From an optimization exercise on the open Yosys and OpenROAD flow, aimed at small area; shortcuts taken in it are not production practice. Only simulation tests tie the RTL to the original design; equivalence was not proved.

## flow/design.v (module list and top-level ports; edited modules follow where they fit)
// module wht_1d: 1982 lines
// module wht_fa: 10 lines
module wht_1d #(
    parameter  WIDTH0 = 8,
    parameter  WIDTH1 = 11,
    parameter  WIDTH2 = 13
)(
    input   wire                            clk,
    input   wire                            rst_n,
    input   wire    signed  [WIDTH0-1:0]    blk_i0,
    input   wire    signed  [WIDTH0-1:0]    blk_i1,
    input   wire    signed  [WIDTH0-1:0]    blk_i2,
    input   wire    signed  [WIDTH0-1:0]    blk_i3,
    input   wire    signed  [WIDTH0-1:0]    blk_i4,
    input   wire    signed  [WIDTH0-1:0]    blk_i5,
    input   wire    signed  [WIDTH0-1:0]    blk_i6,
    input   wire    signed  [WIDTH0-1:0]    blk_i7,
    input   wire    signed  [WIDTH0-1:0]    blk_i8,
    input   wire    signed  [WIDTH0-1:0]    blk_i9,
    input   wire    signed  [WIDTH0-1:0]    blk_i10,
    input   wire    signed  [WIDTH0-1:0]    blk_i11,
    input   wire    signed  [WIDTH0-1:0]    blk_i12,
    input   wire    signed  [WIDTH0-1:0]    blk_i13,
    input   wire    signed  [WIDTH0-1:0]    blk_i14,
    input   wire    signed  [WIDTH0-1:0]    blk_i15,
    input   wire                            blk_ivalid,
    output  wire            [WIDTH2-1:0]    blk_o0,
    output  wire            [WIDTH2-1:0]    blk_o1,
    output  wire            [WIDTH2-1:0]    blk_o2,
    output  wire            [WIDTH2-1:0]    blk_o3,
    output  wire            [WIDTH2-1:0]    blk_o4,
    output  wire            [WIDTH2-1:0]    blk_o5,
    output  wire            [WIDTH2-1:0]    blk_o6,
    output  wire            [WIDTH2-1:0]    blk_o7,
    output  wire            [WIDTH2-1:0]    blk_o8,
    output  wire            [WIDTH2-1:0]    blk_o9,
    output  wire            [WIDTH2-1:0]    blk_o10,
    output  wire            [WIDTH2-1:0]    blk_o11,
    output  wire            [WIDTH2-1:0]    blk_o12,
    output  wire            [WIDTH2-1:0]    blk_o13,
    output  wire            [WIDTH2-1:0]    blk_o14,
    output  wire            [WIDTH2-1:0]    blk_o15,
    output  reg                             blk_ovalid
);
  // ...
==> flow/run.sh <==
#!/bin/bash
# synth_recipe.tcl (not shown) runs the flow's synth.tcl, then flattens the netlist and writes it again
# the make line also repeats each setting of config.mk as NAME=value (left out here)
make -C /OpenROAD-flow-scripts/flow DESIGN_CONFIG=/design/flow/config.mk WORK_HOME=/design/flow/orfs CLKGATE_MAP_FILE= SYNTH_SCRIPT=/design/flow/synth_recipe.tcl finish
==> flow/config.mk <==
export PLATFORM = sky130hd
export DESIGN_NAME = wht_1d
export DESIGN_NICKNAME = wht_1d
export VERILOG_FILES = /design/flow/design.v
export SDC_FILE = /design/flow/constraint.sdc
export NUM_CORES = 8
export LEC_CHECK = 0
export CAP_MARGIN = 20
export CORE_MARGIN = 2
export CORE_UTILIZATION = 50
export PLACE_DENSITY = 0.65
export SLEW_MARGIN = 20
export SYNTH_HIERARCHICAL = 1
==> flow/constraint.sdc <==
create_clock -name core_clock -period 10.0 [get_ports {clk}]
set_input_delay 2.0000 -clock core_clock [delete_from_list [all_inputs] [get_ports {clk}]]
set_output_delay 2.0000 -clock core_clock [all_outputs]
set_load 0.01 [all_outputs]
==> impl_metrics.yaml, run 1 <==
status:
  run_status: "complete, no violations"
clocking:
  cts_setup_buffers: 0
  cts_buffers: 48
  cts_hold_buffers: 0
  clk-insertion-delay-late_ns: 0.57
sta:
  setup_viol: 0
  fin_ws_ns: 0.330
  drv_slew: 0
  post-route-period-util_pct: 96.7
  fin_skew_ns: 0.0156
  maxClockFrequency_ghz: 0.103
  relSlewSlack_pct: 62.1
  fin_crit_ns: 9.67
global_routing:
  grt_overflow: 0
  grt_use_met1_pct: 25.0
  grt_max_degree: 17
  antenna_found_initial: 0
  grt_pass1_wl_um: 73800
  grt.met3_usage_pct: 4.85
placed_design:
  hpwl_um: 43500
synth:
  synth-compound-area-share_pct: 0
  synth-simple-area-share_pct: 0
  ys_ff_latch: 516
  synthTopCellsByArea: "fa_1 43%, dfxtp_1 42%, buf_4 6.4%, inv_1 4.8%, ha_1 1.5%"
  synth-xor-area-share_pct: 1.52
  ys.flop_type: "dfxtp_1"
route:
  met3_length_um: 3410
  detail_route.iter0.violations: 372
  wire_per_inst_um: 19.7
layout:
  multi_input_area_um2: 11300
  nets: 2478
  clock_cell_area_share_pct: 5.67
  flops_and_latches: 516
  utilization_pct: 59.7
  finalNonFillerCells: 2439
die:
  start_util_pct: 50.9
  io_pins: 340
critical_path:
  worstSetupStartpointType: "flip-flop"
  r2r.worst_path.cells: 0
  worstPathRequired_ns: 8.00
  slowest_stage: "fa_1"
==> run 2, diff against run 1 <==
--- a/flow/config.mk
+++ b/flow/config.mk
@@ -7,7 +7,8 @@
 export LEC_CHECK = 0
 export CAP_MARGIN = 20
 export CORE_MARGIN = 2
-export CORE_UTILIZATION = 50
-export PLACE_DENSITY = 0.65
+export CORE_UTILIZATION = 60
+export CTS_BUF_LIST = sky130_fd_sc_hd__clkbuf_4 sky130_fd_sc_hd__clkbuf_8
+export PLACE_DENSITY = 0.7
 export SLEW_MARGIN = 20
 export SYNTH_HIERARCHICAL = 1
==> run 2 against run 1 <==
- still clean on timing, DRC and antenna
- critical path type unchanged
- first-iteration DRC count grew 10%
- global-route usage grew 3.7 points
==> impl_metrics.yaml, run 2 <==
synth:
  synthTopCellsByCount: "528 x fa_1, 512 x dfxtp_1, 310 x inv_1, 208 x buf_4, 30 x ha_1"
  yosysTopAreaCell: "fa_1"
  synth_top_family_by_area: "adder cells"
  syn_nets: 2297
  synth-xor-area-share_pct: 1.52
  synth-simple-area-share_pct: 0
  yosysWarnings: 7
  synthesis.area_um2: 24400
  synthTopCellsByArea: "fa_1 43%, dfxtp_1 42%, buf_4 6.4%, inv_1 4.8%, ha_1 1.5%"
  syn_area_per_cell_um2: 15.2
  synth-compound-area-share_pct: 0
  seq_area_frac_synth_pct: 42.4
  ys_ff_latch: 516
  ys.flop_type: "dfxtp_1"
  async_flop_share_pct: 0.775
  synthAdderAreaFrac_pct: 44.9
  synth_top_area_share_pct: 43.3
  synth_most_common_cell: "fa_1"
  syn_inst: 1608
  synth_edf_count: 0
  synthMuxAreaShare_pct: 0
  yosysUniqueCellTypes: 8
global_routing:
  grt_pass1_wl_um: 71600
  grt_max_degree: 17
  grt_overflow: 0
  grt_use_total_pct: 23.9
  grt_pass1_vias: 12739
  antenna_found_initial: 1
layout:
  layout_commonest_cell: "fa_1"
  nFillCells: 2741
  layout.area.seq_um2: 10300
  syn2layout_area_growth_pct: 16.9
  fin_area_um2: 28500
  drive_gt1_share_pct: 6.96
  diodes: 0
  multi_input_area_um2: 11300
  nets: 2507
  final_cell_mix: "528 x fa_1, 512 x dfxtp_1, 339 x clkdlybuf4s50_1"
die:
  die_x_um: 206
  die_height_um: 206
  die_area_um2: 42300
  rows: 73
  start_util_pct: 61.1
  io_pins: 340
  core-area_um2: 39900
clocking:
  htree_levels: 3
  cts-root-buf: "clkbuf_8"
  cts_setup_buffers: 0
  cts.sinks: 516
  post_cts_resized: 0
  cts_max_path_buffers: 3
  clk_pin_slew_ns: 0.07
  clk-insertion-delay-late_ns: 0.61
  cts_buffers: 77
  cts_hold_buffers: 0
  tritoncts: "built"
sta:
  tns_ns: 0
  relSlewSlack_pct: 63.6
  holdWs_ns: 0.313
  tightest_slew_ns: 0.546
  rsz0062_at_grt: "false"
  maxClockFrequency_ghz: 0.103
  post-route-period-util_pct: 96.8
  fin_crit_ns: 9.68
  fin_skew_ns: 0.0281
  setup_viol: 0
  drv_slew: 0
  hold_viol: 0
route:
  detail_route.iter0.violations: 411
  vias_per_cell: 4.49
  firstDrtPassIters: 4
  vias: 10747
  antenna_left: 0
  drt_wl_total_um: 47100
  drc: 0
  wire_per_inst_um: 19.7
critical_path:
  cp.arrival_ns: 7.68
  worstSetupStartpointType: "flip-flop"
  ff2ff_setup_slack_ns: 9.50
  worstPathRequired_ns: 8.00
  end_kind: "output pin"
  critical_path_class: "reg -> out"
  critPathMaxFanout: 3
worst_hold_path:
  hold_path.class: "reg -> reg"
placed_design:
  place_congestion: 0.954
  dpl_cell_area_um2: 26900
  port_buffers: 339
  hpwl_um: 42100
status:
  run_status: "complete, no violations"
run:
  maxCapViolCount: 0
-- run 2: cells by family (layout without fill, tap and decap cells) --
family	after synthesis	in the layout
flops	516	516
buf+inv	518	778
fa+ha+maj	558	558
xor+xnor	16	16
-- run 2: path summary, 6_finish.rpt --
path | from | endpoint | depth (start not counted)
max in group asynchronous | rst_n | blk_ivalid_s2 | 1
max | r4_12[0] | blk_o11[11] | 19
min reg2reg | r2_15[2] | r3_15[2] | 0
max reg2reg | r3_10[0] | r4_10[0] | 0
min in group asynchronous | rst_n | blk_ivalid_s1 | 1
min | r2_15[2] | r3_15[2] | 0
-- run 2: worst max-delay path, stage by stage (launching register included) --
cell             delay, ns
dfxtp_1               0.35
inv_1                 0.05
ha_1                  0.19
inv_1                 0.09
fa_1                  0.48
fa_1                  0.46
fa_1                  0.57
inv_1                 0.08
fa_1                  0.60
inv_1                 0.08
fa_1                  0.44
fa_1                  0.42
fa_1                  0.41
fa_1                  0.43
fa_1                  0.40
fa_1                  0.43
fa_1                  0.41
fa_1                  0.38
xnor3_1               0.25
clkdlybuf4s50_1       0.55
-- run 2: per-module statistics from Yosys, one instance, submodules excluded --
module  times used  cells
wht_1d           1   1080
wht_fa         528      1
-- run 2: area by class of cell --
class                   count  share of cell area, %
well taps                 525                   2.30
clock buffers             117                   5.21
clock inverters            12                  0.540
repair buffers            339                   11.9
flip-flops and latches    516                   36.3
multi-input cells         574                   39.7
inverters                 310                   4.08
-- run 2: through the flow --
step / worst slack, ns / cells / utilization [%]
after CTS: 0.200 / 2393 / 71.4
after detailed placement: 0.888 / 2264 / 67.3
after global routing: 0.0331 / 2393 / 71.5
after global placement: 0.924 / 2264 / 67.3
after floorplan: 1.90 / 1608 / -
final: 0.320 / 2393 / 71.5
-- run 2: metal layers --
| layer | part of all wire [%] | vias up | global-route usage, % |
|---|---|---|---|
| met5 | 0.017 | - | 0 |
| met2 | 51 | 315 | 41.3 |
| met3 | 6.3 | 56 | 6.34 |
| met1 | 40 | 5548 | 29.9 |
| li1 | - | 4826 | - |
| met4 | 2.1 | 2 | 6.58 |

port drivers added, routing unchanged:
In the flow no input, the clock included, has a driving cell. The finished layouts below were timed again as built, in two steps.
Step 1, drivers: a clkbuf_16 drives clk and a buf_2 each remaining input, both assumed.
Step 2, shift: input delay + t, output delay - t, t = (earliest + latest rising clock arrival at the registers) / 2. This alone moves slack from input paths to output paths.
Three values: no drivers, after step 1, after step 2; two values: the first two.
run	shift t [ns]	setup slack, ns	worst hold slack (ns)	worst slew at a driven data input, ns
run 1	0.613	0.330 / 0.272 / 0.885	0.311 / 0.311 / 0.311	0.05
run 2	0.647	0.320 / 0.268 / 0.915	0.313 / 0.313 / 0.313	0.06
After both steps setup and hold are still met in every run listed.
